This is an optimization exercise on Yosys and OpenROAD, whose aim is small area, a short achievable clock period and few clock cycles per item, not a production implementation. At most, simulation tests tie the RTL to the original design; equivalence was not proved. No activity file was given, so power comes from the tool's default toggle rates.

## job 5586
## MatrixMultiplier
module MatrixMultiplier(
input   wire            CLK,
input   wire            NRST,  
input   wire            START,
input   wire    [7:0]   A,
input   wire    [7:0]   B,
output  wire    [16:0]  OUT,
output  wire            OUT_STROBE
);
For scale: ~28 flip-flops, ~37 I/O pins.
Settings: LEC_CHECK=0, CAP_MARGIN=20, CORE_MARGIN=2, CORE_UTILIZATION=40, SETUP_SLACK_MARGIN=3.0, SLEW_MARGIN=20; clock period 5.5 ns.
run.sh (not shown) runs the stock make flow with config.mk's settings and CLKGATE_MAP_FILE= SYNTH_SCRIPT=/design/flow/synth_recipe.tcl, a recipe that flattens the netlist after the stock synthesis.
Job 5586 has completed all stages; timing, DRC and antenna checks passed.
Testbench counts of job 5586, summed over its fixed seeds: cycles 4,800, items 2,400.
#### Input delta (job 4376 over job 5586)
- clearing SETUP_SLACK_MARGIN, which used to be 3.0
- Job 4376 finished every step from synthesis to the final layout, and the layout passed the timing, DRC and antenna checks.
- Sort job 5586 and job 4376 by arrival time at the worst endpoint desc -> top: job 4376
- Job 4376 has total number of vias below what job 5586 had.
- Filler-free cell count of the finished design in job 4376 is 5.9% lower than in job 5586
Here is what was changed in the inputs of job 2433 compared with job 4376.
- SETUP_SLACK_MARGIN: unset -> 1.5
==> flow/flow/run.sh (new file) <==
#!/bin/bash
# Standard ORFS layout with two changes:
#  - synthesis leaves full and half adders to ABC as plain gates (no ADDER_MAP_FILE);
#  - the port buffers are buf_1 (sized up by repair as needed) instead of the delay-cell
#    buffer that buffer_ports picks by default.
set -euo pipefail
bash standard.sh "ADDER_MAP_FILE=" "BUFFER_PORTS_ARGS=-buffer_cell sky130_fd_sc_hd__buf_1" finish > standard_finish.log 2>&1
==> flow/standard.sh (new file) <==
#!/bin/bash
# synth_recipe.tcl (not shown) runs the flow's synth.tcl, then flattens the netlist and writes it again
# the make line also repeats each setting of config.mk as NAME=value (left out here)
make -C /OpenROAD-flow-scripts/flow DESIGN_CONFIG=/design/flow/config.mk WORK_HOME=/design/flow/orfs CLKGATE_MAP_FILE= SYNTH_SCRIPT=/design/flow/synth_recipe.tcl "${@:-finish}"
removed: flow/run.sh
Results
Higher net switching power goes to job 2433 over job 4376. Note that the worst supply voltage drop on vdd recorded for job 2433 amounts to 0.79 times the value seen in job 4376. The run with more routed wire is job 2433, not job 4376. Compared job 2433 vs job 4376, and transition at the pin with the smallest max-transition slack is up in job 2433. On critical path data required time, the lower figure sits with job 2433, not job 4376. [compare] base=job 4376 new=job 2433: power consumption grew by about 5%; fmax went up about 11%; length of the first detailed-routing pass in iterations rose by 1.
diff inputs: job 2433 => job 6021
==> flow/run.sh (new file) <==
#!/bin/bash
# synth_recipe.tcl (not shown) runs the flow's synth.tcl, then flattens the netlist and writes it again
# the make line also repeats each setting of config.mk as NAME=value (left out here)
make -C /OpenROAD-flow-scripts/flow DESIGN_CONFIG=/design/flow/config.mk WORK_HOME=/design/flow/orfs CLKGATE_MAP_FILE= SYNTH_SCRIPT=/design/flow/synth_recipe.tcl finish
removed: flow/flow/run.sh
removed: flow/standard.sh
[compare] base=job 2433 new=job 6021: shortest clock period the worst path allows after layout increased 0.12 ns, routed wire length decreased 3.0 mm, worst-case setup margin in the final layout decreased 0.12 ns, number of vias after detailed routing decreased 1401, total power after layout decreased 0.082 mW. Changes observed in job 6021 relative to job 2433: height of the chip dropped 8.6%; combinational group share of total power climbed 2.6 points; placement-stage cell area dropped 9.3%.
> inputs changed (job 6021 -> job 5676)
==> flow/flow/run.sh (new file) <==
#!/bin/bash
# Standard ORFS layout; only the port buffers are the plain buf_1 (sized up by repair as needed)
# instead of the delay-cell buffer buffer_ports picks by default.
set -euo pipefail
bash standard.sh "BUFFER_PORTS_ARGS=-buffer_cell sky130_fd_sc_hd__buf_1" finish > standard_make.log 2>&1
==> flow/standard.sh (new file) <==
#!/bin/bash
# synth_recipe.tcl (not shown) runs the flow's synth.tcl, then flattens the netlist and writes it again
# the make line also repeats each setting of config.mk as NAME=value (left out here)
make -C /OpenROAD-flow-scripts/flow DESIGN_CONFIG=/design/flow/config.mk WORK_HOME=/design/flow/orfs CLKGATE_MAP_FILE= SYNTH_SCRIPT=/design/flow/synth_recipe.tcl "${@:-finish}"
removed: flow/run.sh
==> comparison <==
Share of post-route cells with drive strength above 1: job 5676 < job 6021
The highest net fanout along the worst path in job 5676 sits 2 above the value recorded for job 6021.
Looking only at core utilization, and setting everything else aside, the lower value of job 5676 and job 6021 goes to job 5676.
Job 6021 -> job 5676: length of routed met2 wiring decreased by a little under 10%
Final-layout non-clock buffer area share ended up 7.4 points lower on job 5676 than on job 6021.
Clock period minus worst slack: job 5676 < job 6021
Job 5676 gives less HPWL reported at the end of detailed placement than job 6021 did.
As far as row count goes, job 5676 and job 6021 are indistinguishable; the numbers are identical.
On wire length, job 5676 does better than job 6021.


exp/fjord:
Starting RTL as in the previous note.
==> flow/design.v (excerpt) <==
module MatrixMultiplier(
input   wire            CLK,
input   wire            NRST,  
input   wire            START,
input   wire    [7:0]   A,
input   wire    [7:0]   B,
output  wire    [16:0]  OUT,
output  wire            OUT_STROBE
);
==> flow/config.mk <==
export PLATFORM = sky130hd
export DESIGN_NAME = MatrixMultiplier
export DESIGN_NICKNAME = MatrixMultiplier
export VERILOG_FILES = /design/flow/design.v
export SDC_FILE = /design/flow/constraint.sdc
export NUM_CORES = 4
export LEC_CHECK = 0
export ABC_AREA = 1
export CAP_MARGIN = 20
export CORE_MARGIN = 2
export CORE_UTILIZATION = 60
export SETUP_SLACK_MARGIN = 2.0
export SLEW_MARGIN = 20
==> flow/constraint.sdc <==
create_clock -name core_clock -period 5.5 [get_ports {CLK}]
set_input_delay 1.1000 -clock core_clock [delete_from_list [all_inputs] [get_ports {CLK}]]
set_output_delay 1.1000 -clock core_clock [all_outputs]
set_load 0.01 [all_outputs]
standard.sh (not shown) runs the stock make flow with config.mk's settings and CLKGATE_MAP_FILE= SYNTH_SCRIPT=/design/flow/synth_recipe.tcl, a recipe that flattens the netlist after the stock synthesis.
==> flow/flow/run.sh <==
#!/bin/bash
# Standard ORFS layout with two changes:
#  - after the standard synthesis, flow/fapol.py picks each full adder's polarity (a full
#    adder is self-dual) and swaps single-output gates for their complements, so that few
#    inverters remain between adders; registers are untouched;
#  - the port buffers are buf_1 (sized up by repair as needed) instead of the delay-cell
#    buffer that buffer_ports picks by default.
set -euo pipefail
R=orfs/results/sky130hd/MatrixMultiplier/base
bash standard.sh synth > standard_synth.log 2>&1
cp $R/1_2_yosys.v yosys_netlist_orig.v
python3 flow/fapol.py yosys_netlist_orig.v $R/1_2_yosys.v > fapol.log 2>&1
rm -f $R/1_synth.odb $R/1_synth.sdc
bash standard.sh synth > standard_synth2.log 2>&1
bash standard.sh "BUFFER_PORTS_ARGS=-buffer_cell sky130_fd_sc_hd__buf_1" finish > standard_finish.log 2>&1
Other scripts of this flow, unchanged in this note and not shown: flow/flow/fapol.py
exp/fjord: no failed stages, no open violations at the end
Testbench counts of exp/fjord, summed over its fixed seeds: cycles 4,800, items 2,400.
[inputs] exp/harbor vs exp/fjord
diff --git a/flow/config.mk b/flow/config.mk
--- a/flow/config.mk
+++ b/flow/config.mk
@@ -7,7 +7,6 @@
 export LEC_CHECK = 0
-export ABC_AREA = 1
 export CAP_MARGIN = 20
 export CORE_MARGIN = 2
-export CORE_UTILIZATION = 60
-export SETUP_SLACK_MARGIN = 2.0
+export CORE_UTILIZATION = 40
+export SETUP_SLACK_MARGIN = 2.5
 export SLEW_MARGIN = 20
Notes after the runs:
exp/harbor against exp/fjord: area of all placed cells without fillers saw an increase; synthesized area fell by 2.6%; longest individual stage delay on the worst path lost 20 ps; worst setup slack increased by 8.6 ps relative to the old numbers. DRC violation total after the first TritonRoute iteration delta for exp/harbor relative to exp/fjord: about 44% lower.
diff inputs: exp/harbor => exp/lagoon
diff --git a/flow/config.mk b/flow/config.mk
--- a/flow/config.mk
+++ b/flow/config.mk
@@ -9,4 +9,4 @@
 export CORE_MARGIN = 2
-export CORE_UTILIZATION = 40
-export SETUP_SLACK_MARGIN = 2.5
+export CORE_UTILIZATION = 60
+export SETUP_SLACK_MARGIN = 2.3
 export SLEW_MARGIN = 20
Results
On leakage power, exp/lagoon and exp/harbor are basically level. Post-place setup slack on exp/lagoon is up relative to exp/harbor. Summary of exp/lagoon over exp/harbor: overall via count from detail_route +1.9%; area of combinational cells with multiple inputs -3.6%; wire length -240 um. Going from exp/harbor to exp/lagoon, multi-input combinational area share held steady; die extent in y shrank by 18%; peak supply drop grew by 9.6%; worst setup slack shrank by 18 ps. Area of all placed cells without fillers of exp/lagoon falls short of that of exp/harbor by a few percent.
What exp/quartz does differently from exp/lagoon at the input level:
diff --git a/flow/config.mk b/flow/config.mk
--- a/flow/config.mk
+++ b/flow/config.mk
@@ -9,4 +9,4 @@
 export CORE_MARGIN = 2
-export CORE_UTILIZATION = 60
-export SETUP_SLACK_MARGIN = 2.3
+export CORE_UTILIZATION = 40
+export SETUP_SLACK_MARGIN = 1.5
 export SLEW_MARGIN = 20
Findings:
Diff exp/lagoon -> exp/quartz: count of final hold-check violations shows no meaningful change, via count shows a reduction of 154, number of gates given a new drive strength after cts shows a reduction of 37. Fmax: exp/quartz below exp/lagoon. exp/quartz gives less global-route usage than exp/lagoon did. exp/quartz completed; timing, DRC and antenna clean. Compared with exp/lagoon, in exp/quartz cell-internal power went down, power went down. [compare] base=exp/lagoon new=exp/quartz: number of ordinary inverters in the final layout -2, HPWL after detailed placement ~0 delta. The cell area after layout in exp/quartz sits 370 um^2 below the value recorded for exp/lagoon. Row count on exp/quartz is up relative to exp/lagoon.
### exp/quartz -> exp/tundra
diff --git a/flow/config.mk b/flow/config.mk
--- a/flow/config.mk
+++ b/flow/config.mk
@@ -9,4 +9,4 @@
 export CORE_MARGIN = 2
-export CORE_UTILIZATION = 40
-export SETUP_SLACK_MARGIN = 1.5
+export CORE_UTILIZATION = 60
+export SETUP_SLACK_MARGIN = 2.0
 export SLEW_MARGIN = 20
Status | exp/quartz and exp/tundra | clean
exp/quartz -> exp/tundra: post-layout instance count excluding filler cells decreased by a few percent
exp/tundra vs exp/quartz: maximum vdd drop up
STATUS worst hold slack: exp/tundra wins against exp/quartz
In the reports for exp/quartz and exp/tundra, the larger total cell area at the placement stage belongs to exp/tundra.
Looking at post-layout utilization of the core across exp/quartz and exp/tundra, the one that comes out lower is exp/quartz.
exp/tundra vs. exp/quartz: final-layout clock-cell area share roughly the same, global routing usage on met2 higher, layout-stage area growth over the synthesis result higher.
Between exp/quartz and exp/tundra, the net switching fraction of the power does not differ in any meaningful way.
Post-layout total power for exp/tundra is higher than for exp/quartz.


run A:
MatrixMultiplier, a different RTL version from the one above (not shown whole).
Size in the first run: about 270 cells after synthesis, about 37 I/O pins.
export LEC_CHECK = 0
export CAP_MARGIN = 20
export CORE_MARGIN = 2
export CORE_UTILIZATION = 60
export SETUP_SLACK_MARGIN = 2.0
export SLEW_MARGIN = 20
create_clock -name core_clock -period 5.5 [get_ports {CLK}]
Scripts as last shown in full above: flow/flow/run.sh
Other scripts of this flow, unchanged in this note and not shown: flow/flow/fapol.py
Looking at the reports, run A completed the entire flow and the layout it produced met the timing, DRC and antenna checks.
Testbench counts of run A, summed over its fixed seeds: cycles 4,800, items 2,400.
For run B, these inputs were changed with respect to run A:
Settings: SETUP_SLACK_MARGIN: 2.0 -> 1.7.
Notes after the runs:
- On switching power as a share of total power, run B and run A are basically level.
- Taking run A as the reference point, the slack of the critical path of run B falls by 190 ps.
- On worst-case vdd ir drop, the lower figure sits with run B, not run A.
Input-level comparison between run C and run B:
Settings: SETUP_SLACK_MARGIN: 1.7 -> 2.3.
==> run notes <==
Diff run B -> run C: sequential share of layout area lower; number of filler instances in the final layout lower.
Going from run B to run C, the area overhead of the layout relative to synthesis was found to have gone up by 15 points.
Taking run B as 1.0, run C lands at 1.16 on total wire length after detailed routing.
Part of the power in combinational logic was lower in the run labelled run B.
Delta (run C minus run B): post-route fraction of the period consumed by the critical path down 4.6 points, fraction of area in non-clock buffers up 3.2 points, total CTS buffers flat, cell area up 13%.


MatrixMultiplier, a different RTL version from the one above (not shown whole).
Size in the first run: roughly 320 cells after synthesis, roughly 27 flip-flops, ~37 I/O pins, about 0.0031 mm² of cells after synthesis.
Design MatrixMultiplier, start of the top module:
module MatrixMultiplier(
input   wire            CLK,
input   wire            NRST,  
input   wire            START,
input   wire    [7:0]   A,
input   wire    [7:0]   B,
output  wire    [16:0]  OUT,
output  wire            OUT_STROBE
);
Settings: LEC_CHECK=0, CAP_MARGIN=20, CORE_MARGIN=2, CORE_UTILIZATION=40, SETUP_SLACK_MARGIN=2.0, SLEW_MARGIN=20; clock period 5.5 ns.
run.sh (not shown) runs the stock make flow with config.mk's settings and CLKGATE_MAP_FILE= SYNTH_SCRIPT=/design/flow/synth_recipe.tcl, a recipe that flattens the netlist after the stock synthesis.
Stock flow here: none of the scripts above is used.
Change:
SETUP_SLACK_MARGIN = unset   (was 2.0)
Design area decreases by roughly a tenth. Maximum frequency shrinks by roughly a tenth. Routed wire length goes down by a few percent. Sequential power is about the same.
No functional check of the RTL was part of any run of this note.


RTL: one of the versions met above, not the one the previous note started from.
Size: roughly 270 cells after synthesis, ~37 I/O pins, about 0.0031 mm2 of cells after synthesis.
==> flow/design.v (excerpt) <==
module MatrixMultiplier(
input   wire            CLK,
input   wire            NRST,  
input   wire            START,
input   wire    [7:0]   A,
input   wire    [7:0]   B,
output  wire    [16:0]  OUT,
output  wire            OUT_STROBE
);
export LEC_CHECK = 0
export CAP_MARGIN = 20
export CORE_MARGIN = 2
export CORE_UTILIZATION = 60
export CTS_CLUSTER_DIAMETER = 200
export CTS_CLUSTER_SIZE = 32
export SETUP_SLACK_MARGIN = 2.0
export SLEW_MARGIN = 20
create_clock -name core_clock -period 5.5 [get_ports {CLK}]
standard.sh (not shown) runs the stock make flow with config.mk's settings and CLKGATE_MAP_FILE= SYNTH_SCRIPT=/design/flow/synth_recipe.tcl, a recipe that flattens the netlist after the stock synthesis.
Scripts as last shown in full above: flow/flow/run.sh
Other scripts of this flow, unchanged in this note and not shown: flow/flow/fapol.py
The starting point completed with no timing, DRC or antenna violations.
Testbench counts at the start, summed over its fixed seeds: cycles 4,800, items 2,400.
Next try:
--- a/flow/config.mk
+++ b/flow/config.mk
@@ -9,5 +9,3 @@
 export CORE_MARGIN = 2
-export CORE_UTILIZATION = 60
-export CTS_CLUSTER_DIAMETER = 200
-export CTS_CLUSTER_SIZE = 32
+export CORE_UTILIZATION = 75
 export SETUP_SLACK_MARGIN = 2.0
=>
- combinational power barely changes
- die area is lower by 19%
- worst setup slack is worse by 42 ps
- register-to-register slack is better by 50 ps
- wire length is higher by 0.47%
- total power is higher by 1.9%
- synthesized area does not change
- clock skew is about the same
- via count is higher by 2.9%
Next try:
--- a/flow/config.mk
+++ b/flow/config.mk
@@ -9,4 +9,4 @@
 export CORE_MARGIN = 2
-export CORE_UTILIZATION = 75
-export SETUP_SLACK_MARGIN = 2.0
+export CORE_UTILIZATION = 60
+export SETUP_SLACK_MARGIN = 2.5
 export SLEW_MARGIN = 20
=> The changed run produced a clean layout. Worst setup slack improves by 52 ps. Cell count rose by about 9%. Cell area climbs by about 10%. Die area went up by 23%. First-iteration DRC count decreases by 54%. Clock-buffer cell count stays the same. Critical path depth rose by 1. Routed wire length rises by 7.8%. Worst hold slack improves by 6.8 ps. Fmax is higher by about 1.5%.


## old
MatrixMultiplier again, from the RTL that the note above started with.
Settings: LEC_CHECK=0, CAP_MARGIN=20, CORE_MARGIN=2, CORE_UTILIZATION=60, SETUP_SLACK_MARGIN=2.0, SLEW_MARGIN=20; clock period 5.5 ns.
==> flow/flow/run.sh <==
#!/bin/bash
# Standard ORFS layout with these changes:
#  - after the standard synthesis, flow/fapol.py picks each full adder's polarity (a full
#    adder is self-dual) and swaps single-output gates for their complements, so that few
#    inverters remain between adders;
#  - flow/decomp.py then rebuilds the full adders on the worst paths (by OpenSTA on the
#    netlist) from two XORs and a majority gate, the latest input through one XOR;
#    registers and ports are untouched by both;
#  - the port buffers are buf_1 (sized up by repair as needed) instead of the delay-cell
#    buffer that buffer_ports picks by default.
set -euo pipefail
R=orfs/results/sky130hd/MatrixMultiplier/base
bash standard.sh synth > standard_synth.log 2>&1
cp $R/1_2_yosys.v yosys_netlist_orig.v
python3 flow/fapol.py yosys_netlist_orig.v netlist_fapol.v > fapol.log 2>&1
python3 flow/decomp.py netlist_fapol.v $R/1_2_yosys.v "$FLOW_HOME/platforms/sky130hd" constraint.sdc ${DECOMP_MAX:-20} > decomp.log 2>&1
rm -f $R/1_synth.odb $R/1_synth.sdc
bash standard.sh synth > standard_synth2.log 2>&1
bash standard.sh "BUFFER_PORTS_ARGS=-buffer_cell sky130_fd_sc_hd__buf_1" finish > standard_finish.log 2>&1
Other scripts of this flow, unchanged in this note and not shown: flow/flow/decomp.py, flow/flow/fapol.py
Both conditions hold for old: the flow ran to the end and the final layout passed the timing, DRC and antenna checks.
Testbench counts of old, summed over its fixed seeds: cycles 4,800, items 2,400.
What new does differently from old at the input level:
- changing SETUP_SLACK_MARGIN from 2.0 to 2.3
==> run notes <==
Each of the runs, namely old and new, reached the end of the flow and came out clean.
new ended up with a higher non-clock buffer count than old did.
Quantity of gates resized following cts in new vs old: up 15
Cmp old and new / global-route wire length before repair / lower: old
Going from old to new, total power climbed 0.000033 W; detail-routed via count per cell increased 1.8%.

==> afterwards: timing with drivers on the ports <==
The results above use ideal ports. As a check the final layouts listed here were re-extracted and re-timed, cells and wires unchanged. Step 1 assumes that a clkbuf_16 drives the clock port and a buf_2 every other input. Step 2 also shifts input and output timing later by t, the mid clock arrival at the registers, as if the neighbouring blocks saw the same clock. a / b / c = no drivers / after step 1 / after step 2; a / b = the first two.
run	t (ns)	setup WS [ns]	hold slack, ns
job 5586	0.312	1.978 / 1.976 / 1.664	0.612 / 0.612 / 0.612
job 4376	0.310	1.324 / 1.329 / 1.019	0.569 / 0.569 / 0.569
job 2433	0.320	1.738 / 1.708 / 1.709	0.499 / 0.499 / 0.499
job 6021	0.310	1.619 / 1.626 / 1.315	0.601 / 0.601 / 0.601
job 5676	0.305	1.675 / 1.680 / 1.375	0.564 / 0.564 / 0.564
exp/fjord	0.304	1.982 / 1.981 / 1.676	0.575 / 0.572 / 0.625
exp/harbor	0.310	1.991 / 2.001 / 1.691	0.585 / 0.580 / 0.652
exp/lagoon	0.319	1.972 / 1.974 / 1.655	0.576 / 0.571 / 0.613
exp/quartz	0.314	1.773 / 1.780 / 1.467	0.575 / 0.568 / 0.600
exp/tundra	0.319	2.030 / 2.033 / 1.715	0.587 / 0.577 / 0.632
run A	0.315	2.113 / 2.118 / 1.803	0.567 / 0.561 / 0.623
run B	0.302	1.926 / 1.934 / 1.632	0.584 / 0.581 / 0.614
run C	0.307	2.178 / 2.183 / 1.875	0.583 / 0.584 / 0.619
the first run of note 4	0.299	1.630 / 1.626 / 1.327	0.598 / 0.598 / 0.598
the second run of note 4	0.308	1.051 / 1.059 / 0.751	0.573 / 0.573 / 0.573
the first run of note 5	0.310	2.014 / 2.021 / 1.711	0.575 / 0.572 / 0.623
the second run of note 5	0.304	1.973 / 1.974 / 1.669	0.578 / 0.578 / 0.604
the third run of note 5	0.319	2.025 / 2.030 / 1.711	0.585 / 0.580 / 0.596
old	0.308	2.096 / 2.099 / 1.790	0.578 / 0.574 / 0.631
new	0.304	2.266 / 2.262 / 1.958	0.584 / 0.579 / 0.604
After both steps setup and hold are still met in every run listed. For exp/lagoon, which loses most, drivers alone change the setup slack by +0.002 ns; drivers and shift together by -0.317 ns.
